Context: an optimization exercise on an open-source flow, tuned for small area, a short achievable clock period and few clock cycles per item. The choices shown serve that exercise and are no tape-out recipe.
RTL that was checked went through simulation tests only; none was proved equivalent to the original.
For run 1, only the layout was checked, not whether the RTL still works.

File: flow/design.v
module bubbleSort #(
    parameter SIZE_DATA = 16,
    parameter NUM_VALS  = 8
)(
    input  logic                         i_clk,
    input  logic                         i_rst_n,
    input  logic                         i_start,
    input  logic [NUM_VALS-1:0][SIZE_DATA-1:0]    i_data,
    output logic [NUM_VALS-1:0][SIZE_DATA-1:0]    o_data,
    output logic                         o_done
);
    logic [2:0] valid;
    always_ff @(posedge i_clk or negedge i_rst_n) begin
        if (!i_rst_n)
            valid <= '0;
        else
            valid <= {valid[1:0], i_start};
    end
    assign o_done = valid[2];
    logic s1_02;
    bs_cmp_00_10 c1_02 (.a(i_data[0]), .b(i_data[2]), .s(s1_02));
    logic s1_13;
    bs_cmp_00_10 c1_13 (.a(i_data[1]), .b(i_data[3]), .s(s1_13));
    logic s1_46;
    bs_cmp_00_10 c1_46 (.a(i_data[4]), .b(i_data[6]), .s(s1_46));
    logic s1_57;
    bs_cmp_00_10 c1_57 (.a(i_data[5]), .b(i_data[7]), .s(s1_57));
    logic [SIZE_DATA-1:0] r0_0;
    logic [SIZE_DATA-1:0] r0_1;
    logic [SIZE_DATA-1:0] r0_2;
    logic [SIZE_DATA-1:0] r0_3;
    logic [SIZE_DATA-1:0] r0_4;
    logic [SIZE_DATA-1:0] r0_5;
    logic [SIZE_DATA-1:0] r0_6;
    logic [SIZE_DATA-1:0] r0_7;
    logic r0_s1_02;
    logic r0_s1_13;
    logic r0_s1_46;
    logic r0_s1_57;
    always_ff @(posedge i_clk) begin
        r0_0 <= i_data[0];
        r0_1 <= i_data[1];
        r0_2 <= i_data[2];
        r0_3 <= i_data[3];
        r0_4 <= i_data[4];
        r0_5 <= i_data[5];
        r0_6 <= i_data[6];
        r0_7 <= i_data[7];
        r0_s1_02 <= s1_02;
        r0_s1_13 <= s1_13;
        r0_s1_46 <= s1_46;
        r0_s1_57 <= s1_57;
    end
    logic r0_s1_02_n;
    bs_inv r0_s1_02_i (.A(r0_s1_02), .Y(r0_s1_02_n));
    logic r0_s1_13_n;
    bs_inv r0_s1_13_i (.A(r0_s1_13), .Y(r0_s1_13_n));
    logic r0_s1_46_n;
    bs_inv r0_s1_46_i (.A(r0_s1_46), .Y(r0_s1_46_n));
    logic r0_s1_57_n;
    bs_inv r0_s1_57_i (.A(r0_s1_57), .Y(r0_s1_57_n));
    logic [SIZE_DATA-1:0] k1_0, k1_2;
    bs_swap_0011 x1_02 (.a(r0_0), .b(r0_2), .s(r0_s1_02), .sn(r0_s1_02_n), .lo(k1_0), .hi(k1_2));
    logic [SIZE_DATA-1:0] k1_1, k1_3;
    bs_swap_0000 x1_13 (.a(r0_1), .b(r0_3), .s(r0_s1_13), .sn(r0_s1_13_n), .lo(k1_1), .hi(k1_3));
    logic [SIZE_DATA-1:0] k1_4, k1_6;
    bs_swap_0011 x1_46 (.a(r0_4), .b(r0_6), .s(r0_s1_46), .sn(r0_s1_46_n), .lo(k1_4), .hi(k1_6));
    logic [SIZE_DATA-1:0] k1_5, k1_7;
    bs_swap_0011 x1_57 (.a(r0_5), .b(r0_7), .s(r0_s1_57), .sn(r0_s1_57_n), .lo(k1_5), .hi(k1_7));
    logic s2_04;
    logic sn2_04;
    bs_cmp_11_11 c2_04 (.a(k1_0), .b(k1_4), .s(s2_04), .sn(sn2_04));
    logic s2_15;
    bs_cmp_01_10 c2_15 (.a(k1_1), .b(k1_5), .s(s2_15));
    logic s2_26;
    logic sn2_26;
    bs_cmp_11_11 c2_26 (.a(k1_2), .b(k1_6), .s(s2_26), .sn(sn2_26));
    logic s2_37;
    logic sn2_37;
    bs_cmp_01_11 c2_37 (.a(k1_3), .b(k1_7), .s(s2_37), .sn(sn2_37));
    logic [SIZE_DATA-1:0] k2_0, k2_4;
    bs_swap_1100 x2_04 (.a(k1_0), .b(k1_4), .s(s2_04), .sn(sn2_04), .lo(k2_0), .hi(k2_4));
    logic [SIZE_DATA-1:0] k2_1, k2_5;
    bs_swap_0110 x2_15 (.a(k1_1), .b(k1_5), .s(s2_15), .lo(k2_1), .hi(k2_5));
    logic [SIZE_DATA-1:0] k2_2, k2_6;
    bs_swap_1100 x2_26 (.a(k1_2), .b(k1_6), .s(s2_26), .sn(sn2_26), .lo(k2_2), .hi(k2_6));
    logic [SIZE_DATA-1:0] k2_3, k2_7;
    bs_swap_0111 x2_37 (.a(k1_3), .b(k1_7), .s(s2_37), .sn(sn2_37), .lo(k2_3), .hi(k2_7));
    logic s3_01;
    logic sn3_01;
    bs_cmp_01_11 c3_01 (.a(k2_0), .b(k2_1), .s(s3_01), .sn(sn3_01));
    logic s3_23;
    logic sn3_23;
    bs_cmp_01_11 c3_23 (.a(k2_2), .b(k2_3), .s(s3_23), .sn(sn3_23));
    logic s3_45;
    logic sn3_45;
    bs_cmp_00_11 c3_45 (.a(k2_4), .b(k2_5), .s(s3_45), .sn(sn3_45));
    logic s3_67;
    logic sn3_67;
    bs_cmp_01_11 c3_67 (.a(k2_6), .b(k2_7), .s(s3_67), .sn(sn3_67));
    logic [SIZE_DATA-1:0] k3_0, k3_1;
    bs_swap_0100 x3_01 (.a(k2_0), .b(k2_1), .s(s3_01), .sn(sn3_01), .lo(k3_0), .hi(k3_1));
    logic [SIZE_DATA-1:0] k3_2, k3_3;
    bs_swap_0100 x3_23 (.a(k2_2), .b(k2_3), .s(s3_23), .sn(sn3_23), .lo(k3_2), .hi(k3_3));
    logic [SIZE_DATA-1:0] k3_4, k3_5;
    bs_swap_0011 x3_45 (.a(k2_4), .b(k2_5), .s(s3_45), .sn(sn3_45), .lo(k3_4), .hi(k3_5));
    logic [SIZE_DATA-1:0] k3_6, k3_7;
    bs_swap_0100 x3_67 (.a(k2_6), .b(k2_7), .s(s3_67), .sn(sn3_67), .lo(k3_6), .hi(k3_7));
    logic [SIZE_DATA-1:0] r1_0;
    logic [SIZE_DATA-1:0] r1_1;
    logic [SIZE_DATA-1:0] r1_2;
    logic [SIZE_DATA-1:0] r1_3;
    logic [SIZE_DATA-1:0] r1_4;
    logic [SIZE_DATA-1:0] r1_5;
    logic [SIZE_DATA-1:0] r1_6;
    logic [SIZE_DATA-1:0] r1_7;
    always_ff @(posedge i_clk) begin
        r1_0 <= k3_0;
        r1_1 <= k3_1;
        r1_2 <= k3_2;
        r1_3 <= k3_3;
        r1_4 <= k3_4;
        r1_5 <= k3_5;
        r1_6 <= k3_6;
        r1_7 <= k3_7;
    end
    logic sn4_24;
    bs_cmp_01_01 c4_24 (.a(r1_2), .b(r1_4), .sn(sn4_24));
    logic s4_35;
    logic sn4_35;
    bs_cmp_01_11 c4_35 (.a(r1_3), .b(r1_5), .s(s4_35), .sn(sn4_35));
    logic [SIZE_DATA-1:0] k4_2, k4_4;
    bs_swap_0101 x4_24 (.a(r1_2), .b(r1_4), .sn(sn4_24), .lo(k4_2), .hi(k4_4));
    logic [SIZE_DATA-1:0] k4_3, k4_5;
    bs_swap_0100 x4_35 (.a(r1_3), .b(r1_5), .s(s4_35), .sn(sn4_35), .lo(k4_3), .hi(k4_5));
    logic s5_14;
    bs_cmp_01_10 c5_14 (.a(r1_1), .b(k4_4), .s(s5_14));
    logic s5_36;
    logic sn5_36;
    bs_cmp_00_11 c5_36 (.a(k4_3), .b(r1_6), .s(s5_36), .sn(sn5_36));
    logic [SIZE_DATA-1:0] k5_1, k5_4;
    bs_swap_0110 x5_14 (.a(r1_1), .b(k4_4), .s(s5_14), .lo(k5_1), .hi(k5_4));
    logic [SIZE_DATA-1:0] k5_3, k5_6;
    bs_swap_0011 x5_36 (.a(k4_3), .b(r1_6), .s(s5_36), .sn(sn5_36), .lo(k5_3), .hi(k5_6));
    logic s6_12;
    bs_cmp_10_10 c6_12 (.a(k5_1), .b(k4_2), .s(s6_12));
    logic s6_34;
    bs_cmp_10_10 c6_34 (.a(k5_3), .b(k5_4), .s(s6_34));
    logic s6_56;
    bs_cmp_01_10 c6_56 (.a(k4_5), .b(k5_6), .s(s6_56));
    logic [SIZE_DATA-1:0] r2_0;
    logic [SIZE_DATA-1:0] r2_1;
    logic [SIZE_DATA-1:0] r2_2;
    logic [SIZE_DATA-1:0] r2_3;
    logic [SIZE_DATA-1:0] r2_4;
    logic [SIZE_DATA-1:0] r2_5;
    logic [SIZE_DATA-1:0] r2_6;
    logic [SIZE_DATA-1:0] r2_7;
    logic r2_s6_12;
    logic r2_s6_34;
    logic r2_s6_56;
    always_ff @(posedge i_clk) begin
        r2_0 <= r1_0;
        r2_1 <= k5_1;
        r2_2 <= k4_2;
        r2_3 <= k5_3;
        r2_4 <= k5_4;
        r2_5 <= k4_5;
        r2_6 <= k5_6;
        r2_7 <= r1_7;
        r2_s6_12 <= s6_12;
        r2_s6_34 <= s6_34;
        r2_s6_56 <= s6_56;
    end
    logic r2_s6_12_n;
    bs_inv r2_s6_12_i (.A(r2_s6_12), .Y(r2_s6_12_n));
    logic r2_s6_34_n;
    bs_inv r2_s6_34_i (.A(r2_s6_34), .Y(r2_s6_34_n));
    logic r2_s6_56_n;
    bs_inv r2_s6_56_i (.A(r2_s6_56), .Y(r2_s6_56_n));
    logic [SIZE_DATA-1:0] k6_1, k6_2;
    bs_swap_1000 x6_12 (.a(r2_1), .b(r2_2), .s(r2_s6_12), .sn(r2_s6_12_n), .lo(k6_1), .hi(k6_2));
    logic [SIZE_DATA-1:0] k6_3, k6_4;
    bs_swap_1000 x6_34 (.a(r2_3), .b(r2_4), .s(r2_s6_34), .sn(r2_s6_34_n), .lo(k6_3), .hi(k6_4));
    logic [SIZE_DATA-1:0] k6_5, k6_6;
    bs_swap_0100 x6_56 (.a(r2_5), .b(r2_6), .s(r2_s6_56), .sn(r2_s6_56_n), .lo(k6_5), .hi(k6_6));
    assign o_data[0] = r2_0;
    assign o_data[1] = k6_1;
    assign o_data[2] = k6_2;
    assign o_data[3] = k6_3;
    assign o_data[4] = k6_4;
    assign o_data[5] = k6_5;
    assign o_data[6] = k6_6;
    assign o_data[7] = r2_7;
endmodule
module bs_cmp_00_10 (
    input  logic [15:0] a,
    input  logic [15:0] b,
    output logic s
);
    logic [15:0] g0, p0;
    for (genvar i = 0; i < 16; i++) begin : lf
        bs_nor2b ug (.A(b[i]), .B_N(a[i]), .Y(g0[i]));
        if (i > 0) begin : pp
            bs_nand2b up (.A_N(a[i]), .B(b[i]), .Y(p0[i]));
        end else begin : np
            assign p0[i] = 1'b0;
        end
    end
    logic [7:0] g1, p1;
    for (genvar i = 0; i < 8; i++) begin : t1
        bs_a21oi ug (.A1(p0[2*i+1]), .A2(g0[2*i]), .B1(g0[2*i+1]), .Y(g1[i]));
        if (i > 0) begin : pp
            bs_nand2 up (.A(p0[2*i+1]), .B(p0[2*i]), .Y(p1[i]));
        end else begin : np
            assign p1[i] = 1'b0;
        end
    end
    logic [3:0] g2, p2;
    for (genvar i = 0; i < 4; i++) begin : t2
        bs_o21ai ug (.A1(p1[2*i+1]), .A2(g1[2*i]), .B1(g1[2*i+1]), .Y(g2[i]));
        if (i > 0) begin : pp
            bs_nor2 up (.A(p1[2*i+1]), .B(p1[2*i]), .Y(p2[i]));
        end else begin : np
            assign p2[i] = 1'b0;
        end
    end
    logic [1:0] g3, p3;
    for (genvar i = 0; i < 2; i++) begin : t3
        bs_a21oi ug (.A1(p2[2*i+1]), .A2(g2[2*i]), .B1(g2[2*i+1]), .Y(g3[i]));
        if (i > 0) begin : pp
            bs_nand2 up (.A(p2[2*i+1]), .B(p2[2*i]), .Y(p3[i]));
        end else begin : np
            assign p3[i] = 1'b0;
        end
    end
    bs_o21ai urp (.A1(p3[1]), .A2(g3[0]), .B1(g3[1]), .Y(s));
endmodule
module bs_swap_0011 (
    input  logic [15:0] a,
    input  logic [15:0] b,
    input  logic        s,
    input  logic        sn,
    output logic [15:0] lo,
    output logic [15:0] hi
);
    for (genvar i = 0; i < 16; i++) begin : bit_
        bs_o22ai ul (.A1(a[i]), .A2(s), .B1(b[i]), .B2(sn), .Y(lo[i]));
        bs_o22ai uh (.A1(b[i]), .A2(s), .B1(a[i]), .B2(sn), .Y(hi[i]));
    end
endmodule
module bs_swap_0000 (
    input  logic [15:0] a,
    input  logic [15:0] b,
    input  logic        s,
    input  logic        sn,
    output logic [15:0] lo,
    output logic [15:0] hi
);
    for (genvar i = 0; i < 16; i++) begin : bit_
        bs_a22o ul (.A1(b[i]), .A2(s), .B1(a[i]), .B2(sn), .X(lo[i]));
        bs_a22o uh (.A1(a[i]), .A2(s), .B1(b[i]), .B2(sn), .X(hi[i]));
    end
endmodule
module bs_cmp_11_11 (
    input  logic [15:0] a,
    input  logic [15:0] b,
    output logic s,
    output logic sn
);
    logic [15:0] g0, p0;
    for (genvar i = 0; i < 16; i++) begin : lf
        bs_nor2b ug (.A(a[i]), .B_N(b[i]), .Y(g0[i]));
        if (i > 0) begin : pp
            bs_nand2b up (.A_N(b[i]), .B(a[i]), .Y(p0[i]));
        end else begin : np
            assign p0[i] = 1'b0;
        end
    end
    logic [7:0] g1, p1;
    for (genvar i = 0; i < 8; i++) begin : t1
        bs_a21oi ug (.A1(p0[2*i+1]), .A2(g0[2*i]), .B1(g0[2*i+1]), .Y(g1[i]));
        if (i > 0) begin : pp
            bs_nand2 up (.A(p0[2*i+1]), .B(p0[2*i]), .Y(p1[i]));
        end else begin : np
            assign p1[i] = 1'b0;
        end
    end
    logic [3:0] g2, p2;
    for (genvar i = 0; i < 4; i++) begin : t2
        bs_o21ai ug (.A1(p1[2*i+1]), .A2(g1[2*i]), .B1(g1[2*i+1]), .Y(g2[i]));
        if (i > 0) begin : pp
            bs_nor2 up (.A(p1[2*i+1]), .B(p1[2*i]), .Y(p2[i]));
        end else begin : np
            assign p2[i] = 1'b0;
        end
    end
    logic [1:0] g3, p3;
    for (genvar i = 0; i < 2; i++) begin : t3
        bs_a21oi ug (.A1(p2[2*i+1]), .A2(g2[2*i]), .B1(g2[2*i+1]), .Y(g3[i]));
        if (i > 0) begin : pp
            bs_nand2 up (.A(p2[2*i+1]), .B(p2[2*i]), .Y(p3[i]));
        end else begin : np
            assign p3[i] = 1'b0;
        end
    end
    bs_o21ai urp (.A1(p3[1]), .A2(g3[0]), .B1(g3[1]), .Y(s));
    bs_o21a urn (.A1(p3[1]), .A2(g3[0]), .B1(g3[1]), .X(sn));
endmodule
module bs_cmp_01_10 (
    input  logic [15:0] a,
    input  logic [15:0] b,
    output logic s
);
    logic [15:0] g0, p0;
    for (genvar i = 0; i < 16; i++) begin : lf
        bs_nand2 ug (.A(a[i]), .B(b[i]), .Y(g0[i]));
        if (i > 0) begin : pp
            bs_nor2 up (.A(a[i]), .B(b[i]), .Y(p0[i]));
        end else begin : np
            assign p0[i] = 1'b0;
        end
    end
    logic [7:0] g1, p1;
    for (genvar i = 0; i < 8; i++) begin : t1
        bs_o21ai ug (.A1(p0[2*i+1]), .A2(g0[2*i]), .B1(g0[2*i+1]), .Y(g1[i]));
        if (i > 0) begin : pp
            bs_nor2 up (.A(p0[2*i+1]), .B(p0[2*i]), .Y(p1[i]));
        end else begin : np
            assign p1[i] = 1'b0;
        end
    end
    logic [3:0] g2, p2;
    for (genvar i = 0; i < 4; i++) begin : t2
        bs_a21oi ug (.A1(p1[2*i+1]), .A2(g1[2*i]), .B1(g1[2*i+1]), .Y(g2[i]));
        if (i > 0) begin : pp
            bs_nand2 up (.A(p1[2*i+1]), .B(p1[2*i]), .Y(p2[i]));
        end else begin : np
            assign p2[i] = 1'b0;
        end
    end
    logic [1:0] g3, p3;
    for (genvar i = 0; i < 2; i++) begin : t3
        bs_o21ai ug (.A1(p2[2*i+1]), .A2(g2[2*i]), .B1(g2[2*i+1]), .Y(g3[i]));
        if (i > 0) begin : pp
            bs_nor2 up (.A(p2[2*i+1]), .B(p2[2*i]), .Y(p3[i]));
        end else begin : np
            assign p3[i] = 1'b0;
        end
    end
    bs_a21o urp (.A1(p3[1]), .A2(g3[0]), .B1(g3[1]), .X(s));
endmodule
module bs_cmp_01_11 (
    input  logic [15:0] a,
    input  logic [15:0] b,
    output logic s,
    output logic sn
);
    logic [15:0] g0, p0;
    for (genvar i = 0; i < 16; i++) begin : lf
        bs_nand2 ug (.A(a[i]), .B(b[i]), .Y(g0[i]));
        if (i > 0) begin : pp
            bs_nor2 up (.A(a[i]), .B(b[i]), .Y(p0[i]));
        end else begin : np
            assign p0[i] = 1'b0;
        end
    end
    logic [7:0] g1, p1;
    for (genvar i = 0; i < 8; i++) begin : t1
        bs_o21ai ug (.A1(p0[2*i+1]), .A2(g0[2*i]), .B1(g0[2*i+1]), .Y(g1[i]));
        if (i > 0) begin : pp
            bs_nor2 up (.A(p0[2*i+1]), .B(p0[2*i]), .Y(p1[i]));
        end else begin : np
            assign p1[i] = 1'b0;
        end
    end
    logic [3:0] g2, p2;
    for (genvar i = 0; i < 4; i++) begin : t2
        bs_a21oi ug (.A1(p1[2*i+1]), .A2(g1[2*i]), .B1(g1[2*i+1]), .Y(g2[i]));
        if (i > 0) begin : pp
            bs_nand2 up (.A(p1[2*i+1]), .B(p1[2*i]), .Y(p2[i]));
        end else begin : np
            assign p2[i] = 1'b0;
        end
    end
    logic [1:0] g3, p3;
    for (genvar i = 0; i < 2; i++) begin : t3
        bs_o21ai ug (.A1(p2[2*i+1]), .A2(g2[2*i]), .B1(g2[2*i+1]), .Y(g3[i]));
        if (i > 0) begin : pp
            bs_nor2 up (.A(p2[2*i+1]), .B(p2[2*i]), .Y(p3[i]));
        end else begin : np
            assign p3[i] = 1'b0;
        end
    end
    bs_a21oi urn (.A1(p3[1]), .A2(g3[0]), .B1(g3[1]), .Y(sn));
    bs_a21o urp (.A1(p3[1]), .A2(g3[0]), .B1(g3[1]), .X(s));
endmodule
module bs_swap_1100 (
    input  logic [15:0] a,
    input  logic [15:0] b,
    input  logic        s,
    input  logic        sn,
    output logic [15:0] lo,
    output logic [15:0] hi
);
    for (genvar i = 0; i < 16; i++) begin : bit_
        bs_o22ai ul (.A1(a[i]), .A2(s), .B1(b[i]), .B2(sn), .Y(lo[i]));
        bs_o22ai uh (.A1(b[i]), .A2(s), .B1(a[i]), .B2(sn), .Y(hi[i]));
    end
endmodule
module bs_swap_0110 (
    input  logic [15:0] a,
    input  logic [15:0] b,
    input  logic        s,
    output logic [15:0] lo,
    output logic [15:0] hi
);
    for (genvar i = 0; i < 16; i++) begin : bit_
        bs_o2bb2ai ul (.A1_N(s), .A2_N(b[i]), .B1(s), .B2(a[i]), .Y(lo[i]));
        bs_o2bb2ai uh (.A1_N(s), .A2_N(a[i]), .B1(s), .B2(b[i]), .Y(hi[i]));
    end
endmodule
module bs_swap_0111 (
    input  logic [15:0] a,
    input  logic [15:0] b,
    input  logic        s,
    input  logic        sn,
    output logic [15:0] lo,
    output logic [15:0] hi
);
    for (genvar i = 0; i < 16; i++) begin : bit_
        bs_o2bb2ai ul (.A1_N(s), .A2_N(b[i]), .B1(s), .B2(a[i]), .Y(lo[i]));
        bs_o2bb2ai uh (.A1_N(sn), .A2_N(b[i]), .B1(sn), .B2(a[i]), .Y(hi[i]));
    end
endmodule
module bs_cmp_00_11 (
    input  logic [15:0] a,
    input  logic [15:0] b,
    output logic s,
    output logic sn
);
    logic [15:0] g0, p0;
    for (genvar i = 0; i < 16; i++) begin : lf
        bs_nor2b ug (.A(b[i]), .B_N(a[i]), .Y(g0[i]));
        if (i > 0) begin : pp
            bs_nand2b up (.A_N(a[i]), .B(b[i]), .Y(p0[i]));
        end else begin : np
            assign p0[i] = 1'b0;
        end
    end
    logic [7:0] g1, p1;
    for (genvar i = 0; i < 8; i++) begin : t1
        bs_a21oi ug (.A1(p0[2*i+1]), .A2(g0[2*i]), .B1(g0[2*i+1]), .Y(g1[i]));
        if (i > 0) begin : pp
            bs_nand2 up (.A(p0[2*i+1]), .B(p0[2*i]), .Y(p1[i]));
        end else begin : np
            assign p1[i] = 1'b0;
        end
    end
    logic [3:0] g2, p2;
    for (genvar i = 0; i < 4; i++) begin : t2
        bs_o21ai ug (.A1(p1[2*i+1]), .A2(g1[2*i]), .B1(g1[2*i+1]), .Y(g2[i]));
        if (i > 0) begin : pp
            bs_nor2 up (.A(p1[2*i+1]), .B(p1[2*i]), .Y(p2[i]));
        end else begin : np
            assign p2[i] = 1'b0;
        end
    end
    logic [1:0] g3, p3;
    for (genvar i = 0; i < 2; i++) begin : t3
        bs_a21oi ug (.A1(p2[2*i+1]), .A2(g2[2*i]), .B1(g2[2*i+1]), .Y(g3[i]));
        if (i > 0) begin : pp
            bs_nand2 up (.A(p2[2*i+1]), .B(p2[2*i]), .Y(p3[i]));
        end else begin : np
            assign p3[i] = 1'b0;
        end
    end
    bs_o21ai urp (.A1(p3[1]), .A2(g3[0]), .B1(g3[1]), .Y(s));
    bs_o21a urn (.A1(p3[1]), .A2(g3[0]), .B1(g3[1]), .X(sn));
endmodule
module bs_swap_0100 (
    input  logic [15:0] a,
    input  logic [15:0] b,
    input  logic        s,
    input  logic        sn,
    output logic [15:0] lo,
    output logic [15:0] hi
);
    for (genvar i = 0; i < 16; i++) begin : bit_
        bs_o2bb2ai ul (.A1_N(sn), .A2_N(a[i]), .B1(sn), .B2(b[i]), .Y(lo[i]));
        bs_o2bb2ai uh (.A1_N(s), .A2_N(a[i]), .B1(s), .B2(b[i]), .Y(hi[i]));
    end
endmodule
module bs_cmp_01_01 (
    input  logic [15:0] a,
    input  logic [15:0] b,
    output logic sn
);
    logic [15:0] g0, p0;
    for (genvar i = 0; i < 16; i++) begin : lf
        bs_nand2 ug (.A(a[i]), .B(b[i]), .Y(g0[i]));
        if (i > 0) begin : pp
            bs_nor2 up (.A(a[i]), .B(b[i]), .Y(p0[i]));
        end else begin : np
            assign p0[i] = 1'b0;
        end
    end
    logic [7:0] g1, p1;
    for (genvar i = 0; i < 8; i++) begin : t1
        bs_o21ai ug (.A1(p0[2*i+1]), .A2(g0[2*i]), .B1(g0[2*i+1]), .Y(g1[i]));
        if (i > 0) begin : pp
            bs_nor2 up (.A(p0[2*i+1]), .B(p0[2*i]), .Y(p1[i]));
        end else begin : np
            assign p1[i] = 1'b0;
        end
    end
    logic [3:0] g2, p2;
    for (genvar i = 0; i < 4; i++) begin : t2
        bs_a21oi ug (.A1(p1[2*i+1]), .A2(g1[2*i]), .B1(g1[2*i+1]), .Y(g2[i]));
        if (i > 0) begin : pp
            bs_nand2 up (.A(p1[2*i+1]), .B(p1[2*i]), .Y(p2[i]));
        end else begin : np
            assign p2[i] = 1'b0;
        end
    end
    logic [1:0] g3, p3;
    for (genvar i = 0; i < 2; i++) begin : t3
        bs_o21ai ug (.A1(p2[2*i+1]), .A2(g2[2*i]), .B1(g2[2*i+1]), .Y(g3[i]));
        if (i > 0) begin : pp
            bs_nor2 up (.A(p2[2*i+1]), .B(p2[2*i]), .Y(p3[i]));
        end else begin : np
            assign p3[i] = 1'b0;
        end
    end
    bs_a21oi urn (.A1(p3[1]), .A2(g3[0]), .B1(g3[1]), .Y(sn));
endmodule
module bs_swap_0101 (
    input  logic [15:0] a,
    input  logic [15:0] b,
    input  logic        sn,
    output logic [15:0] lo,
    output logic [15:0] hi
);
    for (genvar i = 0; i < 16; i++) begin : bit_
        bs_o2bb2ai ul (.A1_N(sn), .A2_N(a[i]), .B1(sn), .B2(b[i]), .Y(lo[i]));
        bs_o2bb2ai uh (.A1_N(sn), .A2_N(b[i]), .B1(sn), .B2(a[i]), .Y(hi[i]));
    end
endmodule
module bs_cmp_10_10 (
    input  logic [15:0] a,
    input  logic [15:0] b,
    output logic s
);
    logic [15:0] g0, p0;
    for (genvar i = 0; i < 16; i++) begin : lf
        bs_nor2 ug (.A(a[i]), .B(b[i]), .Y(g0[i]));
        if (i > 0) begin : pp
            bs_nand2 up (.A(a[i]), .B(b[i]), .Y(p0[i]));
        end else begin : np
            assign p0[i] = 1'b0;
        end
    end
    logic [7:0] g1, p1;
    for (genvar i = 0; i < 8; i++) begin : t1
        bs_a21oi ug (.A1(p0[2*i+1]), .A2(g0[2*i]), .B1(g0[2*i+1]), .Y(g1[i]));
        if (i > 0) begin : pp
            bs_nand2 up (.A(p0[2*i+1]), .B(p0[2*i]), .Y(p1[i]));
        end else begin : np
            assign p1[i] = 1'b0;
        end
    end
    logic [3:0] g2, p2;
    for (genvar i = 0; i < 4; i++) begin : t2
        bs_o21ai ug (.A1(p1[2*i+1]), .A2(g1[2*i]), .B1(g1[2*i+1]), .Y(g2[i]));
        if (i > 0) begin : pp
            bs_nor2 up (.A(p1[2*i+1]), .B(p1[2*i]), .Y(p2[i]));
        end else begin : np
            assign p2[i] = 1'b0;
        end
    end
    logic [1:0] g3, p3;
    for (genvar i = 0; i < 2; i++) begin : t3
        bs_a21oi ug (.A1(p2[2*i+1]), .A2(g2[2*i]), .B1(g2[2*i+1]), .Y(g3[i]));
        if (i > 0) begin : pp
            bs_nand2 up (.A(p2[2*i+1]), .B(p2[2*i]), .Y(p3[i]));
        end else begin : np
            assign p3[i] = 1'b0;
        end
    end
    bs_o21ai urp (.A1(p3[1]), .A2(g3[0]), .B1(g3[1]), .Y(s));
endmodule
module bs_swap_1000 (
    input  logic [15:0] a,
    input  logic [15:0] b,
    input  logic        s,
    input  logic        sn,
    output logic [15:0] lo,
    output logic [15:0] hi
);
    for (genvar i = 0; i < 16; i++) begin : bit_
        bs_o2bb2ai ul (.A1_N(s), .A2_N(b[i]), .B1(s), .B2(a[i]), .Y(lo[i]));
        bs_o2bb2ai uh (.A1_N(sn), .A2_N(b[i]), .B1(sn), .B2(a[i]), .Y(hi[i]));
    end
endmodule
module bs_inv (
    input  logic A,
    output logic Y
);
    assign Y = ~A;
endmodule
module bs_nand2 (
    input  logic A,
    input  logic B,
    output logic Y
);
    assign Y = ~(A & B);
endmodule
module bs_nor2 (
    input  logic A,
    input  logic B,
    output logic Y
);
    assign Y = ~(A | B);
endmodule
module bs_nand2b (
    input  logic A_N,
    input  logic B,
    output logic Y
);
    assign Y = A_N | ~B;
endmodule
module bs_nor2b (
    input  logic A,
    input  logic B_N,
    output logic Y
);
    assign Y = ~A & B_N;
endmodule
module bs_a21oi (
    input  logic A1,
    input  logic A2,
    input  logic B1,
    output logic Y
);
    assign Y = ~((A1 & A2) | B1);
endmodule
module bs_o21ai (
    input  logic A1,
    input  logic A2,
    input  logic B1,
    output logic Y
);
    assign Y = ~((A1 | A2) & B1);
endmodule
module bs_a21o (
    input  logic A1,
    input  logic A2,
    input  logic B1,
    output logic X
);
    assign X = (A1 & A2) | B1;
endmodule
module bs_o21a (
    input  logic A1,
    input  logic A2,
    input  logic B1,
    output logic X
);
    assign X = (A1 | A2) & B1;
endmodule
module bs_o22ai (
    input  logic A1,
    input  logic A2,
    input  logic B1,
    input  logic B2,
    output logic Y
);
    assign Y = ~((A1 | A2) & (B1 | B2));
endmodule
module bs_a22o (
    input  logic A1,
    input  logic A2,
    input  logic B1,
    input  logic B2,
    output logic X
);
    assign X = (A1 & A2) | (B1 & B2);
endmodule
module bs_o2bb2ai (
    input  logic A1_N,
    input  logic A2_N,
    input  logic B1,
    input  logic B2,
    output logic Y
);
    assign Y = (A1_N & A2_N) | (~B1 & ~B2);
endmodule
File: flow/flow/run.sh
#!/bin/bash
# Layout flow: the standard ORFS flow (standard.sh) with these changes:
#  - synthesis: if flow/cells_map.v exists, the design's gate-level leaf
#    modules (bs_*) are mapped onto the sky130hd cells of the same function
#    before the rest of synth_recipe.tcl runs; the remaining logic is mapped
#    with flow/abc.script instead of ORFS's abc_area.script. The register
#    mapping is unchanged.
#  - the make variables in flow/make_vars.txt (one VAR=value per line) are
#    added to the make command line, e.g. a larger SETUP_SLACK_MARGIN so
#    repair_timing sizes and buffers the critical paths.
# Each tool's log stays in orfs/logs/; the make output goes to standard_custom.log.
set -euo pipefail
HERE=$(pwd)
cp "$FLOW_HOME/scripts/synth.tcl" synth_abc.tcl
sed -i "s|^source \$::env(SCRIPTS_DIR)/synth_preamble.tcl|&\nset abc_args [lreplace \$abc_args 1 1 $HERE/flow/abc.script]|" synth_abc.tcl
if [[ -f flow/cells_map.v ]]; then
  sed -i "0,/^hierarchy -check -top \$::env(DESIGN_NAME)/s||&\ntechmap -map $HERE/flow/cells_map.v|" synth_abc.tcl
fi
sed "s|\$::env(SCRIPTS_DIR)/synth.tcl|$HERE/synth_abc.tcl|" synth_recipe.tcl > synth_recipe_abc.tcl
EXTRA=""
while IFS= read -r line; do
  [[ -z "$line" || "$line" == \#* ]] && continue
  EXTRA="$EXTRA '$line'"
done < flow/make_vars.txt
sed -e "s|SYNTH_SCRIPT=[^ ]*|SYNTH_SCRIPT=$HERE/synth_recipe_abc.tcl|" \
    -e "s|\"\${@:-finish}\"|$EXTRA &|" standard.sh > standard_custom.sh
bash standard_custom.sh "$@" > standard_custom.log 2>&1
File: flow/flow/abc.script
strash
dch
map -B 0.9
topo
stime -c
buffer -c
upsize -c
dnsize -c
File: flow/flow/cells_map.v
// Maps the design's gate-level leaf modules (bs_*) onto the sky130hd cells
// of the same function, drive strength 1.

module bs_inv (A, Y);
    input A;
    output Y;
    sky130_fd_sc_hd__inv_1 _TECHMAP_REPLACE_ (.A(A), .Y(Y));
endmodule

module bs_nand2 (A, B, Y);
    input A, B;
    output Y;
    sky130_fd_sc_hd__nand2_1 _TECHMAP_REPLACE_ (.A(A), .B(B), .Y(Y));
endmodule

module bs_nor2 (A, B, Y);
    input A, B;
    output Y;
    sky130_fd_sc_hd__nor2_1 _TECHMAP_REPLACE_ (.A(A), .B(B), .Y(Y));
endmodule

module bs_nand2b (A_N, B, Y);
    input A_N, B;
    output Y;
    sky130_fd_sc_hd__nand2b_1 _TECHMAP_REPLACE_ (.A_N(A_N), .B(B), .Y(Y));
endmodule

module bs_nor2b (A, B_N, Y);
    input A, B_N;
    output Y;
    sky130_fd_sc_hd__nor2b_1 _TECHMAP_REPLACE_ (.A(A), .B_N(B_N), .Y(Y));
endmodule

module bs_a21oi (A1, A2, B1, Y);
    input A1, A2, B1;
    output Y;
    sky130_fd_sc_hd__a21oi_1 _TECHMAP_REPLACE_ (.A1(A1), .A2(A2), .B1(B1), .Y(Y));
endmodule

module bs_o21ai (A1, A2, B1, Y);
    input A1, A2, B1;
    output Y;
    sky130_fd_sc_hd__o21ai_1 _TECHMAP_REPLACE_ (.A1(A1), .A2(A2), .B1(B1), .Y(Y));
endmodule

module bs_a21o (A1, A2, B1, X);
    input A1, A2, B1;
    output X;
    sky130_fd_sc_hd__a21o_1 _TECHMAP_REPLACE_ (.A1(A1), .A2(A2), .B1(B1), .X(X));
endmodule

module bs_o21a (A1, A2, B1, X);
    input A1, A2, B1;
    output X;
    sky130_fd_sc_hd__o21a_1 _TECHMAP_REPLACE_ (.A1(A1), .A2(A2), .B1(B1), .X(X));
endmodule

module bs_o22ai (A1, A2, B1, B2, Y);
    input A1, A2, B1, B2;
    output Y;
    sky130_fd_sc_hd__o22ai_1 _TECHMAP_REPLACE_ (.A1(A1), .A2(A2), .B1(B1), .B2(B2), .Y(Y));
endmodule

module bs_a22o (A1, A2, B1, B2, X);
    input A1, A2, B1, B2;
    output X;
    sky130_fd_sc_hd__a22o_1 _TECHMAP_REPLACE_ (.A1(A1), .A2(A2), .B1(B1), .B2(B2), .X(X));
endmodule

module bs_o2bb2ai (A1_N, A2_N, B1, B2, Y);
    input A1_N, A2_N, B1, B2;
    output Y;
    sky130_fd_sc_hd__o2bb2ai_1 _TECHMAP_REPLACE_ (.A1_N(A1_N), .A2_N(A2_N), .B1(B1), .B2(B2), .Y(Y));
endmodule
File: flow/flow/make_vars.txt
SETUP_SLACK_MARGIN=10
BUFFER_PORTS_ARGS=-buffer_cell sky130_fd_sc_hd__buf_2
File: flow/standard.sh
#!/bin/bash
# synth_recipe.tcl (not shown) runs the flow's synth.tcl, then flattens the netlist and writes it again
# the make line also repeats each setting of config.mk as NAME=value (left out here)
make -C /OpenROAD-flow-scripts/flow DESIGN_CONFIG=/design/flow/config.mk WORK_HOME=/design/flow/orfs CLKGATE_MAP_FILE= SYNTH_SCRIPT=/design/flow/synth_recipe.tcl "${@:-finish}"
File: flow/config.mk
export PLATFORM = sky130hd
export DESIGN_NAME = bubbleSort
export DESIGN_NICKNAME = bubbleSort
export VERILOG_FILES = /design/flow/design.v
export SDC_FILE = /design/flow/constraint.sdc
export NUM_CORES = 8
export LEC_CHECK = 0
export ABC_AREA = 1
export CAP_MARGIN = 50
export CORE_MARGIN = 2
export CORE_UTILIZATION = 40
export SLEW_MARGIN = 50
File: flow/constraint.sdc
create_clock -name core_clock -period 15.0 [get_ports {i_clk}]
set_input_delay 3.0000 -clock core_clock [delete_from_list [all_inputs] [get_ports {i_clk}]]
set_output_delay 3.0000 -clock core_clock [all_outputs]
set_load 0.01 [all_outputs]
==> flow_metrics.env, run 1 <==
export IMPL_start_util_pct=40.4
export IMPL_io_pins=260
export IMPL_crit_end="o_data[72]"
export IMPL_grt_pass1_vias=15397
export IMPL_path_class="flop to primary output"
export IMPL_arrival_ps=1880
export IMPL_final_common_cell="dfxtp_1"
export IMPL_hold_slack_ps=326
export IMPL_relSlewSlack_pct=51.0
export IMPL_hold_violations=0
export IMPL_grt_pass1_wl_um=91000
export IMPL_cpMaxStageDelayCell="dfxtp_4"
export IMPL_die_w_um=215
export IMPL_antenna_cells=0
export IMPL_num_rows=77
export IMPL_grtUsageMet2_pct=42.8
export IMPL_wl_per_cell_um=19.7
export IMPL_ys_seq_area_share_pct=44.4
export IMPL_worst_pin_slew_ps=735
export IMPL_rsz0062_at_grt="true"
export IMPL_dp_hpwl_um=48300
export IMPL_numClockSinks=394
export IMPL_startpoint_type="flop"
export IMPL_ys_ff_latch=394
export IMPL_cts_root_buffer="clkbuf_16"
export IMPL_crit_required_ps=12000
export IMPL_grt_most_used_layer="met2"
export IMPL_r2r_end="r1_1[15]"
export IMPL_die_area_um2=46200
export IMPL_period_needed_ps=4880
export IMPL_grt_max_degree=65
export IMPL_post_cts_setup_buffer_count=0
export IMPL_drtIter0Drc=1268
export IMPL_end_kind="primary output"
export IMPL_fin_setup_tns_ps=0
export IMPL_clkTransAtPathRegs_ps=60
export IMPL_crit_path_start="r2_s6_34"
export IMPL_crit_buf_inv=2
export IMPL_routed_via_density=5.54
export IMPL_clock_skew_ps=26.2
export IMPL_layout_nets=2550
export IMPL_io_buffers=259
export IMPL_gp_congestion=0.963
export IMPL_timing_rr_start="r0_s1_02"
export IMPL_synth_cells=2101
export IMPL_mappedNetlistNets=2232
export IMPL_mostFrequentLayoutCells="dfxtp_1, o2bb2ai_1, nand2_1, nor2_1, buf_2"
export IMPL_drc_errors=0
export IMPL_vias=16848
export IMPL_grt_antenna_before_repair=0
export IMPL_cts_max_level=2
export IMPL_critPathMaxStageDelay_ps=550
export IMPL_cp_max_fo=33
export IMPL_clk_latency_ps=570
export IMPL_cp_depth=3
export IMPL_drv_slew=0
export IMPL_synth_distinct_cells=14
export IMPL_drv_cap=0
export IMPL_firstDrtPassIters=6
export IMPL_cts_buffer_depth=3
export IMPL_avgSynthCellArea_um2=8.48
export IMPL_drive_above_1_share_pct=15.7
export IMPL_hold_path_class="flop to flop"
export IMPL_grt_use_total_pct=25.3
export IMPL_wirelength_um=60000
export IMPL_use_met3_pct=4.05
export IMPL_fillers=4319
export IMPL_numCtsBuffers=42
export IMPL_syn2layout_area_growth_pct=21.7
export IMPL_die_height_um=215
export IMPL_use_met1_pct=33.0
export IMPL_cts_tree="done"
export IMPL_status="complete, no violations"
export IMPL_r2r_cells=15
export IMPL_yosysWarnings=1
export IMPL_max_freq_mhz=205
export IMPL_worstPathCellList="inv_2, o2bb2ai_1, buf_2"
export IMPL_ant_nets=0
export IMPL_syn_area_um2=17800
export IMPL_setup_viol=0
export IMPL_period_share_pct=32.5
export IMPL_core_area_um2=44100
export IMPL_cp_top_family="flip-flops"
export IMPL_grt_overflow=0
export IMPL_r2r_setup_slack_ps=10280
[synthesized netlist by cell type]
cell       number  share of area [%]
nor2_1        269                5.7
a21oi_1       142                4.0
a21o_1          8               0.34
o22ai_1       224                7.9
nand2b_1      120                4.2
dfxtp_1       391                 44
a22o_1         32                1.6
o2bb2ai_1     352                 17
nor2b_1       128                4.5
o21a_1          4               0.17
dfrtp_1         3               0.42
o21ai_1       140                3.9
inv_1           7               0.15
nand2_1       281                5.9
[area by class of cell]
type                            instances  area [µm²]  area share (%)
Clock inverter                         24         302            1.39
Clock buffer                           52        1190            5.49
Inverter                                7        26.3           0.121
Multi-Input combinational cell       1700       10100            46.4
Timing Repair Buffer                  274        1450            6.71
Sequential cell                       394        7910            36.5
Tap cell                              592         741            3.42
[what timing repair did]
| item | in CTS | in global routing |
|---|---|---|
| hold buffers | 0 | 0 |
| resized for setup | 1 | 5 |
| setup endpoints to repair | 16 | 69 |
[stage by stage]
step | std cells | setup WS (ps) | cell area (µm²) | util (%)
detailed placement | 2961 | 10280 | 20100 | 45.5
finish | 3043 | 10120 | 21700 | 49.1
global route | 3043 | 9980 | 21700 | 49.1
CTS | 3037 | 10010 | 21600 | 48.9
global placement | 2959 | 8780 | 19900 | 45.2
floorplan | 2101 | 10050 | 17800 | -
[cells by family after synthesis]
kind of cell | synth area share (%)
AO/OA/AOI/OAI | 35.2
AND/OR/NAND/NOR | 20.3
flip-flops | 44.4
buffers and inverters | 0.148
[worst min path at each step]
stage                         from        to  slack [ps]  cells past startpoint
after floorplan            r1_0[0]   r2_0[0]         310                      0
after global placement     r1_0[0]   r2_0[0]         310                      0
after detailed placement  r1_7[12]  r2_7[12]         310                      0
after CTS                  r1_7[5]   r2_7[5]         330                      0
after global routing       r1_0[3]   r2_0[3]         330                      0
final                      r1_0[5]   r2_0[5]         330                      0
[metal layers]
| layer | vias to the layer above | share of wire [%] |
|---|---|---|
| li1 | 8565 | - |
| met1 | 7625 | 44 |
| met2 | 553 | 47 |
| met3 | 105 | 6.1 |
| met4 | 0 | 3.1 |
| met5 | - | 0 |
==> run 2: changes to the inputs <==
--- a/flow/design.v
+++ b/flow/design.v
@@ -19,11 +19,23 @@
     assign o_done = valid[2];
     logic s1_02;
-    bs_cmp_00_10 c1_02 (.a(i_data[0]), .b(i_data[2]), .s(s1_02));
+    logic sn1_02;
+    bs_cmp_00_11 c1_02 (.a(i_data[0]), .b(i_data[2]), .s(s1_02), .sn(sn1_02));
     logic s1_13;
-    bs_cmp_00_10 c1_13 (.a(i_data[1]), .b(i_data[3]), .s(s1_13));
+    logic sn1_13;
+    bs_cmp_00_11 c1_13 (.a(i_data[1]), .b(i_data[3]), .s(s1_13), .sn(sn1_13));
     logic s1_46;
-    bs_cmp_00_10 c1_46 (.a(i_data[4]), .b(i_data[6]), .s(s1_46));
+    logic sn1_46;
+    bs_cmp_00_11 c1_46 (.a(i_data[4]), .b(i_data[6]), .s(s1_46), .sn(sn1_46));
     logic s1_57;
-    bs_cmp_00_10 c1_57 (.a(i_data[5]), .b(i_data[7]), .s(s1_57));
+    logic sn1_57;
+    bs_cmp_00_11 c1_57 (.a(i_data[5]), .b(i_data[7]), .s(s1_57), .sn(sn1_57));
+    logic [SIZE_DATA-1:0] k1_0, k1_2;
+    bs_swap_0011 x1_02 (.a(i_data[0]), .b(i_data[2]), .s(s1_02), .sn(sn1_02), .lo(k1_0), .hi(k1_2));
+    logic [SIZE_DATA-1:0] k1_1, k1_3;
+    bs_swap_0000 x1_13 (.a(i_data[1]), .b(i_data[3]), .s(s1_13), .sn(sn1_13), .lo(k1_1), .hi(k1_3));
+    logic [SIZE_DATA-1:0] k1_4, k1_6;
+    bs_swap_0011 x1_46 (.a(i_data[4]), .b(i_data[6]), .s(s1_46), .sn(sn1_46), .lo(k1_4), .hi(k1_6));
+    logic [SIZE_DATA-1:0] k1_5, k1_7;
+    bs_swap_0011 x1_57 (.a(i_data[5]), .b(i_data[7]), .s(s1_57), .sn(sn1_57), .lo(k1_5), .hi(k1_7));
     logic [SIZE_DATA-1:0] r0_0;
     logic [SIZE_DATA-1:0] r0_1;
@@ -34,57 +46,33 @@
     logic [SIZE_DATA-1:0] r0_6;
     logic [SIZE_DATA-1:0] r0_7;
-    logic r0_s1_02;
-    logic r0_s1_13;
-    logic r0_s1_46;
-    logic r0_s1_57;
     always_ff @(posedge i_clk) begin
-        r0_0 <= i_data[0];
-        r0_1 <= i_data[1];
-        r0_2 <= i_data[2];
-        r0_3 <= i_data[3];
-        r0_4 <= i_data[4];
-        r0_5 <= i_data[5];
-        r0_6 <= i_data[6];
-        r0_7 <= i_data[7];
-        r0_s1_02 <= s1_02;
-        r0_s1_13 <= s1_13;
-        r0_s1_46 <= s1_46;
-        r0_s1_57 <= s1_57;
-    end
-    logic r0_s1_02_n;
-    bs_inv r0_s1_02_i (.A(r0_s1_02), .Y(r0_s1_02_n));
-    logic r0_s1_13_n;
-    bs_inv r0_s1_13_i (.A(r0_s1_13), .Y(r0_s1_13_n));
-    logic r0_s1_46_n;
-    bs_inv r0_s1_46_i (.A(r0_s1_46), .Y(r0_s1_46_n));
-    logic r0_s1_57_n;
-    bs_inv r0_s1_57_i (.A(r0_s1_57), .Y(r0_s1_57_n));
-    logic [SIZE_DATA-1:0] k1_0, k1_2;
-    bs_swap_0011 x1_02 (.a(r0_0), .b(r0_2), .s(r0_s1_02), .sn(r0_s1_02_n), .lo(k1_0), .hi(k1_2));
-    logic [SIZE_DATA-1:0] k1_1, k1_3;
-    bs_swap_0000 x1_13 (.a(r0_1), .b(r0_3), .s(r0_s1_13), .sn(r0_s1_13_n), .lo(k1_1), .hi(k1_3));
-    logic [SIZE_DATA-1:0] k1_4, k1_6;
-    bs_swap_0011 x1_46 (.a(r0_4), .b(r0_6), .s(r0_s1_46), .sn(r0_s1_46_n), .lo(k1_4), .hi(k1_6));
-    logic [SIZE_DATA-1:0] k1_5, k1_7;
-    bs_swap_0011 x1_57 (.a(r0_5), .b(r0_7), .s(r0_s1_57), .sn(r0_s1_57_n), .lo(k1_5), .hi(k1_7));
+        r0_0 <= k1_0;
+        r0_1 <= k1_1;
+        r0_2 <= k1_2;
+        r0_3 <= k1_3;
+        r0_4 <= k1_4;
+        r0_5 <= k1_5;
+        r0_6 <= k1_6;
+        r0_7 <= k1_7;
+    end
     logic s2_04;
     logic sn2_04;
-    bs_cmp_11_11 c2_04 (.a(k1_0), .b(k1_4), .s(s2_04), .sn(sn2_04));
+    bs_cmp_11_11 c2_04 (.a(r0_0), .b(r0_4), .s(s2_04), .sn(sn2_04));
     logic s2_15;
-    bs_cmp_01_10 c2_15 (.a(k1_1), .b(k1_5), .s(s2_15));
+    bs_cmp_01_10 c2_15 (.a(r0_1), .b(r0_5), .s(s2_15));
     logic s2_26;
     logic sn2_26;
-    bs_cmp_11_11 c2_26 (.a(k1_2), .b(k1_6), .s(s2_26), .sn(sn2_26));
+    bs_cmp_11_11 c2_26 (.a(r0_2), .b(r0_6), .s(s2_26), .sn(sn2_26));
     logic s2_37;
     logic sn2_37;
-    bs_cmp_01_11 c2_37 (.a(k1_3), .b(k1_7), .s(s2_37), .sn(sn2_37));
+    bs_cmp_01_11 c2_37 (.a(r0_3), .b(r0_7), .s(s2_37), .sn(sn2_37));
     logic [SIZE_DATA-1:0] k2_0, k2_4;
-    bs_swap_1100 x2_04 (.a(k1_0), .b(k1_4), .s(s2_04), .sn(sn2_04), .lo(k2_0), .hi(k2_4));
+    bs_swap_1100 x2_04 (.a(r0_0), .b(r0_4), .s(s2_04), .sn(sn2_04), .lo(k2_0), .hi(k2_4));
     logic [SIZE_DATA-1:0] k2_1, k2_5;
-    bs_swap_0110 x2_15 (.a(k1_1), .b(k1_5), .s(s2_15), .lo(k2_1), .hi(k2_5));
+    bs_swap_0110 x2_15 (.a(r0_1), .b(r0_5), .s(s2_15), .lo(k2_1), .hi(k2_5));
     logic [SIZE_DATA-1:0] k2_2, k2_6;
-    bs_swap_1100 x2_26 (.a(k1_2), .b(k1_6), .s(s2_26), .sn(sn2_26), .lo(k2_2), .hi(k2_6));
+    bs_swap_1100 x2_26 (.a(r0_2), .b(r0_6), .s(s2_26), .sn(sn2_26), .lo(k2_2), .hi(k2_6));
     logic [SIZE_DATA-1:0] k2_3, k2_7;
-    bs_swap_0111 x2_37 (.a(k1_3), .b(k1_7), .s(s2_37), .sn(sn2_37), .lo(k2_3), .hi(k2_7));
+    bs_swap_0111 x2_37 (.a(r0_3), .b(r0_7), .s(s2_37), .sn(sn2_37), .lo(k2_3), .hi(k2_7));
     logic s3_01;
     logic sn3_01;
@@ -107,4 +95,9 @@
     logic [SIZE_DATA-1:0] k3_6, k3_7;
     bs_swap_0100 x3_67 (.a(k2_6), .b(k2_7), .s(s3_67), .sn(sn3_67), .lo(k3_6), .hi(k3_7));
+    logic sn4_24;
+    bs_cmp_01_01 c4_24 (.a(k3_2), .b(k3_4), .sn(sn4_24));
+    logic s4_35;
+    logic sn4_35;
+    bs_cmp_01_11 c4_35 (.a(k3_3), .b(k3_5), .s(s4_35), .sn(sn4_35));
     logic [SIZE_DATA-1:0] r1_0;
     logic [SIZE_DATA-1:0] r1_1;
@@ -115,4 +108,7 @@
     logic [SIZE_DATA-1:0] r1_6;
     logic [SIZE_DATA-1:0] r1_7;
+    logic r1_sn4_24;
+    logic r1_s4_35;
+    logic r1_sn4_35;
     always_ff @(posedge i_clk) begin
         r1_0 <= k3_0;
@@ -124,14 +120,12 @@
         r1_6 <= k3_6;
         r1_7 <= k3_7;
+        r1_sn4_24 <= sn4_24;
+        r1_s4_35 <= s4_35;
+        r1_sn4_35 <= sn4_35;
     end
-    logic sn4_24;
-    bs_cmp_01_01 c4_24 (.a(r1_2), .b(r1_4), .sn(sn4_24));
-    logic s4_35;
-    logic sn4_35;
-    bs_cmp_01_11 c4_35 (.a(r1_3), .b(r1_5), .s(s4_35), .sn(sn4_35));
     logic [SIZE_DATA-1:0] k4_2, k4_4;
-    bs_swap_0101 x4_24 (.a(r1_2), .b(r1_4), .sn(sn4_24), .lo(k4_2), .hi(k4_4));
+    bs_swap_0101 x4_24 (.a(r1_2), .b(r1_4), .sn(r1_sn4_24), .lo(k4_2), .hi(k4_4));
     logic [SIZE_DATA-1:0] k4_3, k4_5;
-    bs_swap_0100 x4_35 (.a(r1_3), .b(r1_5), .s(s4_35), .sn(sn4_35), .lo(k4_3), .hi(k4_5));
+    bs_swap_0100 x4_35 (.a(r1_3), .b(r1_5), .s(r1_s4_35), .sn(r1_sn4_35), .lo(k4_3), .hi(k4_5));
     logic s5_14;
     bs_cmp_01_10 c5_14 (.a(r1_1), .b(k4_4), .s(s5_14));
@@ -144,9 +138,18 @@
     bs_swap_0011 x5_36 (.a(k4_3), .b(r1_6), .s(s5_36), .sn(sn5_36), .lo(k5_3), .hi(k5_6));
     logic s6_12;
-    bs_cmp_10_10 c6_12 (.a(k5_1), .b(k4_2), .s(s6_12));
+    logic sn6_12;
+    bs_cmp_10_11 c6_12 (.a(k5_1), .b(k4_2), .s(s6_12), .sn(sn6_12));
     logic s6_34;
-    bs_cmp_10_10 c6_34 (.a(k5_3), .b(k5_4), .s(s6_34));
+    logic sn6_34;
+    bs_cmp_10_11 c6_34 (.a(k5_3), .b(k5_4), .s(s6_34), .sn(sn6_34));
     logic s6_56;
-    bs_cmp_01_10 c6_56 (.a(k4_5), .b(k5_6), .s(s6_56));
+    logic sn6_56;
+    bs_cmp_01_11 c6_56 (.a(k4_5), .b(k5_6), .s(s6_56), .sn(sn6_56));
+    logic [SIZE_DATA-1:0] k6_1, k6_2;
+    bs_swap_1000 x6_12 (.a(k5_1), .b(k4_2), .s(s6_12), .sn(sn6_12), .lo(k6_1), .hi(k6_2));
+    logic [SIZE_DATA-1:0] k6_3, k6_4;
+    bs_swap_1000 x6_34 (.a(k5_3), .b(k5_4), .s(s6_34), .sn(sn6_34), .lo(k6_3), .hi(k6_4));
+    logic [SIZE_DATA-1:0] k6_5, k6_6;
+    bs_swap_0100 x6_56 (.a(k4_5), .b(k5_6), .s(s6_56), .sn(sn6_56), .lo(k6_5), .hi(k6_6));
     logic [SIZE_DATA-1:0] r2_0;
     logic [SIZE_DATA-1:0] r2_1;
@@ -157,45 +160,28 @@
     logic [SIZE_DATA-1:0] r2_6;
     logic [SIZE_DATA-1:0] r2_7;
-    logic r2_s6_12;
-    logic r2_s6_34;
-    logic r2_s6_56;
     always_ff @(posedge i_clk) begin
         r2_0 <= r1_0;
-        r2_1 <= k5_1;
-        r2_2 <= k4_2;
-        r2_3 <= k5_3;
-        r2_4 <= k5_4;
-        r2_5 <= k4_5;
-        r2_6 <= k5_6;
+        r2_1 <= k6_1;
+        r2_2 <= k6_2;
+        r2_3 <= k6_3;
+        r2_4 <= k6_4;
+        r2_5 <= k6_5;
+        r2_6 <= k6_6;
         r2_7 <= r1_7;
-        r2_s6_12 <= s6_12;
-        r2_s6_34 <= s6_34;
-        r2_s6_56 <= s6_56;
-    end
-    logic r2_s6_12_n;
-    bs_inv r2_s6_12_i (.A(r2_s6_12), .Y(r2_s6_12_n));
-    logic r2_s6_34_n;
-    bs_inv r2_s6_34_i (.A(r2_s6_34), .Y(r2_s6_34_n));
-    logic r2_s6_56_n;
-    bs_inv r2_s6_56_i (.A(r2_s6_56), .Y(r2_s6_56_n));
-    logic [SIZE_DATA-1:0] k6_1, k6_2;
-    bs_swap_1000 x6_12 (.a(r2_1), .b(r2_2), .s(r2_s6_12), .sn(r2_s6_12_n), .lo(k6_1), .hi(k6_2));
-    logic [SIZE_DATA-1:0] k6_3, k6_4;
-    bs_swap_1000 x6_34 (.a(r2_3), .b(r2_4), .s(r2_s6_34), .sn(r2_s6_34_n), .lo(k6_3), .hi(k6_4));
-    logic [SIZE_DATA-1:0] k6_5, k6_6;
-    bs_swap_0100 x6_56 (.a(r2_5), .b(r2_6), .s(r2_s6_56), .sn(r2_s6_56_n), .lo(k6_5), .hi(k6_6));
+    end
     assign o_data[0] = r2_0;
-    assign o_data[1] = k6_1;
-    assign o_data[2] = k6_2;
-    assign o_data[3] = k6_3;
-    assign o_data[4] = k6_4;
-    assign o_data[5] = k6_5;
-    assign o_data[6] = k6_6;
+    assign o_data[1] = r2_1;
+    assign o_data[2] = r2_2;
+    assign o_data[3] = r2_3;
+    assign o_data[4] = r2_4;
+    assign o_data[5] = r2_5;
+    assign o_data[6] = r2_6;
     assign o_data[7] = r2_7;
 endmodule
-module bs_cmp_00_10 (
+module bs_cmp_00_11 (
     input  logic [15:0] a,
     input  logic [15:0] b,
-    output logic s
+    output logic s,
+    output logic sn
 );
     logic [15:0] g0, p0;
@@ -236,4 +222,5 @@
     end
     bs_o21ai urp (.A1(p3[1]), .A2(g3[0]), .B1(g3[1]), .Y(s));
+    bs_o21a urn (.A1(p3[1]), .A2(g3[0]), .B1(g3[1]), .X(sn));
 endmodule
 module bs_swap_0011 (
@@ -434,49 +421,4 @@
     end
 endmodule
-module bs_cmp_00_11 (
-    input  logic [15:0] a,
-    input  logic [15:0] b,
-    output logic s,
-    output logic sn
-);
-    logic [15:0] g0, p0;
-    for (genvar i = 0; i < 16; i++) begin : lf
-        bs_nor2b ug (.A(b[i]), .B_N(a[i]), .Y(g0[i]));
-        if (i > 0) begin : pp
-            bs_nand2b up (.A_N(a[i]), .B(b[i]), .Y(p0[i]));
-        end else begin : np
-            assign p0[i] = 1'b0;
-        end
-    end
-    logic [7:0] g1, p1;
-    for (genvar i = 0; i < 8; i++) begin : t1
-        bs_a21oi ug (.A1(p0[2*i+1]), .A2(g0[2*i]), .B1(g0[2*i+1]), .Y(g1[i]));
-        if (i > 0) begin : pp
-            bs_nand2 up (.A(p0[2*i+1]), .B(p0[2*i]), .Y(p1[i]));
-        end else begin : np
-            assign p1[i] = 1'b0;
-        end
-    end
-    logic [3:0] g2, p2;
-    for (genvar i = 0; i < 4; i++) begin : t2
-        bs_o21ai ug (.A1(p1[2*i+1]), .A2(g1[2*i]), .B1(g1[2*i+1]), .Y(g2[i]));
-        if (i > 0) begin : pp
-            bs_nor2 up (.A(p1[2*i+1]), .B(p1[2*i]), .Y(p2[i]));
-        end else begin : np
-            assign p2[i] = 1'b0;
-        end
-    end
-    logic [1:0] g3, p3;
-    for (genvar i = 0; i < 2; i++) begin : t3
-        bs_a21oi ug (.A1(p2[2*i+1]), .A2(g2[2*i]), .B1(g2[2*i+1]), .Y(g3[i]));
-        if (i > 0) begin : pp
-            bs_nand2 up (.A(p2[2*i+1]), .B(p2[2*i]), .Y(p3[i]));
-        end else begin : np
-            assign p3[i] = 1'b0;
-        end
-    end
-    bs_o21ai urp (.A1(p3[1]), .A2(g3[0]), .B1(g3[1]), .Y(s));
-    bs_o21a urn (.A1(p3[1]), .A2(g3[0]), .B1(g3[1]), .X(sn));
-endmodule
 module bs_swap_0100 (
     input  logic [15:0] a,
@@ -547,8 +489,9 @@
     end
 endmodule
-module bs_cmp_10_10 (
+module bs_cmp_10_11 (
     input  logic [15:0] a,
     input  logic [15:0] b,
-    output logic s
+    output logic s,
+    output logic sn
 );
     logic [15:0] g0, p0;
@@ -589,4 +532,5 @@
     end
     bs_o21ai urp (.A1(p3[1]), .A2(g3[0]), .B1(g3[1]), .Y(s));
+    bs_o21a urn (.A1(p3[1]), .A2(g3[0]), .B1(g3[1]), .X(sn));
 endmodule
 module bs_swap_1000 (
==> flow/flow/make_vars.txt (replaced) <==
SETUP_SLACK_MARGIN=10.6
BUFFER_PORTS_ARGS=-buffer_cell sky130_fd_sc_hd__buf_2
CTS_ARGS=-sink_clustering_enable -repair_clock_nets -dont_use_dummy_load -buf_list {sky130_fd_sc_hd__clkbuf_8} -sink_clustering_size 20 -sink_clustering_max_diameter 60
==> run 2 against run 1 <==
Effect of this change: die area decreased by 0.31%; largest cell class unchanged; critical path type unchanged; still clean on timing, DRC and antenna; final area decreased by 4.2%; fmax increased by 17%; worst setup slack improved by 700 ps.
==> flow_metrics.env, run 2 <==
export IMPL_status="complete, no violations"
export IMPL_r2r_setup_slack_ps=10920
export IMPL_synth_edf_count=0
export IMPL_hold_path_cell_count=0
export IMPL_placed_area_um2=20000
export IMPL_synth_common_cells="dfxtp_1, o2bb2ai_1, nand2_1"
export IMPL_async_flop_share_pct=0.769
export IMPL_clkTransAtPathRegs_ps=100
export IMPL_rsz0062_at_grt="false"
export IMPL_cp_max_fo=1
export IMPL_yosysWarnings=1
export IMPL_arrival_ps=1180
export IMPL_ys_ff_latch=390
export IMPL_relSlewSlack_pct=49.9
export IMPL_dp_slack_ps=10170
export IMPL_yosysTopAreaCellShare_pct=43.6
export IMPL_routed_via_density=5.61
export IMPL_gp_congestion=0.911
export IMPL_cpMaxStageDelayCell="dfxtp_1"
export IMPL_period_share_pct=27.9
export IMPL_fin_area_um2=20800
export IMPL_synth_area_top_cells="dfxtp_1, o2bb2ai_1, o22ai_1"
export IMPL_hold_violations=0
export IMPL_avgSynthCellArea_um2=8.47
export IMPL_syn_area_um2=17800
export IMPL_grt_overflow=0
export IMPL_io_buffers=259
export IMPL_grt_antenna_before_repair=1
export IMPL_ys_flop_type="dfxtp_1"
export IMPL_drv_cap=0
export IMPL_wirelength_um=57700
export IMPL_final_cell_count_no_fill=2996
export IMPL_worstPathCellList="buf_2"
export IMPL_ant_nets=0
export IMPL_wl_per_cell_um=19.2
export IMPL_io_pins=260
export IMPL_crit_required_ps=12000
export IMPL_drive_above_1_share_pct=14.9
export IMPL_grt_use_total_pct=23.9
export IMPL_hold_buffers=0
export IMPL_fin_setup_tns_ps=0
export IMPL_timing_rr_start="r0_1[7]"
export IMPL_crit_buf_inv=1
export IMPL_end_kind="primary output"
export IMPL_period_needed_ps=4180
export IMPL_syn2layout_area_growth_pct=17.0
export IMPL_hp_start="r1_0[6]"
export IMPL_die_height_um=215
export IMPL_die_w_um=215
export IMPL_numCtsBuffers=29
export IMPL_drv_slew=0
export IMPL_dp_cells=2951
export IMPL_num_rows=77
export IMPL_critPathMaxStageDelay_ps=390
export IMPL_clock_skew_ps=67.4
export IMPL_r2r_end="r1_sn4_24"
export IMPL_worst_pin_slew_ps=751
export IMPL_drc_errors=0
export IMPL_synth_top_cell_by_area="dfxtp_1"
export IMPL_setup_viol=0
export IMPL_hold_path_class="flop to flop"
export IMPL_synthMostInstantiatedCell="dfxtp_1"
export IMPL_synth_distinct_cells=13
export IMPL_final_common_cell="dfxtp_1"
export IMPL_cts_root_buffer="clkbuf_8"
export IMPL_mappedNetlistNets=2228
export IMPL_drtIter0Drc=1458
export IMPL_grt_pass1_vias=15275
export IMPL_min_to="r2_0[6]"
export IMPL_r2r_cells=19
export IMPL_clk_latency_ps=660
export IMPL_grt_pass1_wl_um=87100
export IMPL_synth_cells=2097
export IMPL_dp_hpwl_um=46400
export IMPL_cts_buffer_depth=3
export IMPL_crit_path_start="r2_7[12]"
export IMPL_worst_slack_ps=10820
export IMPL_core_area_um2=44000
export IMPL_start_util_pct=40.3
export IMPL_ys_seq_area_share_pct=44.1
export IMPL_cp_top_family="flip-flops"
export IMPL_firstDrtPassIters=7
export IMPL_grt_max_degree=65
export IMPL_layout_nets=2536
export IMPL_numClockSinks=390
export IMPL_mostFrequentLayoutCells="dfxtp_1, o2bb2ai_1, nand2_1, nor2_1, buf_2"
export IMPL_path_class="flop to primary output"
export IMPL_die_area_um2=46100
export IMPL_max_freq_mhz=239
export IMPL_cts_tree="done"
export IMPL_vias=16809
export IMPL_cts_max_level=1
export IMPL_startpoint_type="flop"
## run 2: cell type report
type / count / area (µm²)
fillers: 4337 / 23300
multi-input cells: 1707 / 10300
flip-flops and latches: 390 / 7830
repair buffers: 277 / 1530
well taps: 592 / 741
clock buffers: 29 / 399
diodes: 1 / 2.50
## run 2: kinds of logic after synthesis
family	share of synthesized area [%]
AOI/OAI and AO/OA	35.6
and+or+nand+nor	20.4
DFF	44.1
## run 2: per-layer routing
layer	global-route usage, %	up-vias	share of wire, %
met4	7.25	0	2.9
met3	2.92	84	6.3
met1	31.9	7676	44
met2	40.6	554	47
li1	-	8495	-
met5	0	-	0
## run 2: through the flow
stage	hold slack, ps	utilization, %
after floorplan	310	-
after CTS	285	46.4
final	287	47.2
after global routing	282	47.2
after detailed placement	312	45.5
after global placement	312	45.1
## run 2: worst max path at each step
stage | slack (ps) | end | cells past startpoint
6_report | 10820 | o_data[124] | 1
5_1_grt | 10600 | r1_sn4_24 | 19
4_1_cts | 10700 | r1_s4_35 | 18
3_5_place_dp | 10170 | r0_5[3] | 7
3_3_place_gp | 10070 | r0_1[14] | 7
2_1_floorplan | 10630 | r0_1[0] | 6
## run 2: repair_timing
action                     CTS  global route
setup endpoints to repair    1            51
buffers inserted             0             1
resized for setup            1            22
Testbench counts of run 2, summed over its fixed seeds: cycles 2,072, sets 2,048.

-- what the ideal ports hide --
In the flow no input, the clock included, has a driving cell. The finished layouts below were timed again as built, in two steps.
Step 1, drivers: a clkbuf_16 drives i_clk and a buf_2 each remaining input, both assumed.
Step 2, shift: input delay + t, output delay - t, t = (earliest + latest rising clock arrival at the registers) / 2. This alone moves slack from input paths to output paths.
Slacks: ideal / step 1 / step 2; pairs: ideal / step 1.
| run | shift t [ns] | slack for setup (ns) | pins driven straight from the clock port |
|---|---|---|---|
| run 1 | 0.618 | 10.124 / 10.068 / 10.285 | 1 |
| run 2 | 0.679 | 10.821 / 10.765 / 10.207 | 1 |
After both steps every run listed still meets setup and hold. For run 2, which loses most, drivers alone change the setup slack by -0.056 ns; drivers and shift together by -0.614 ns.
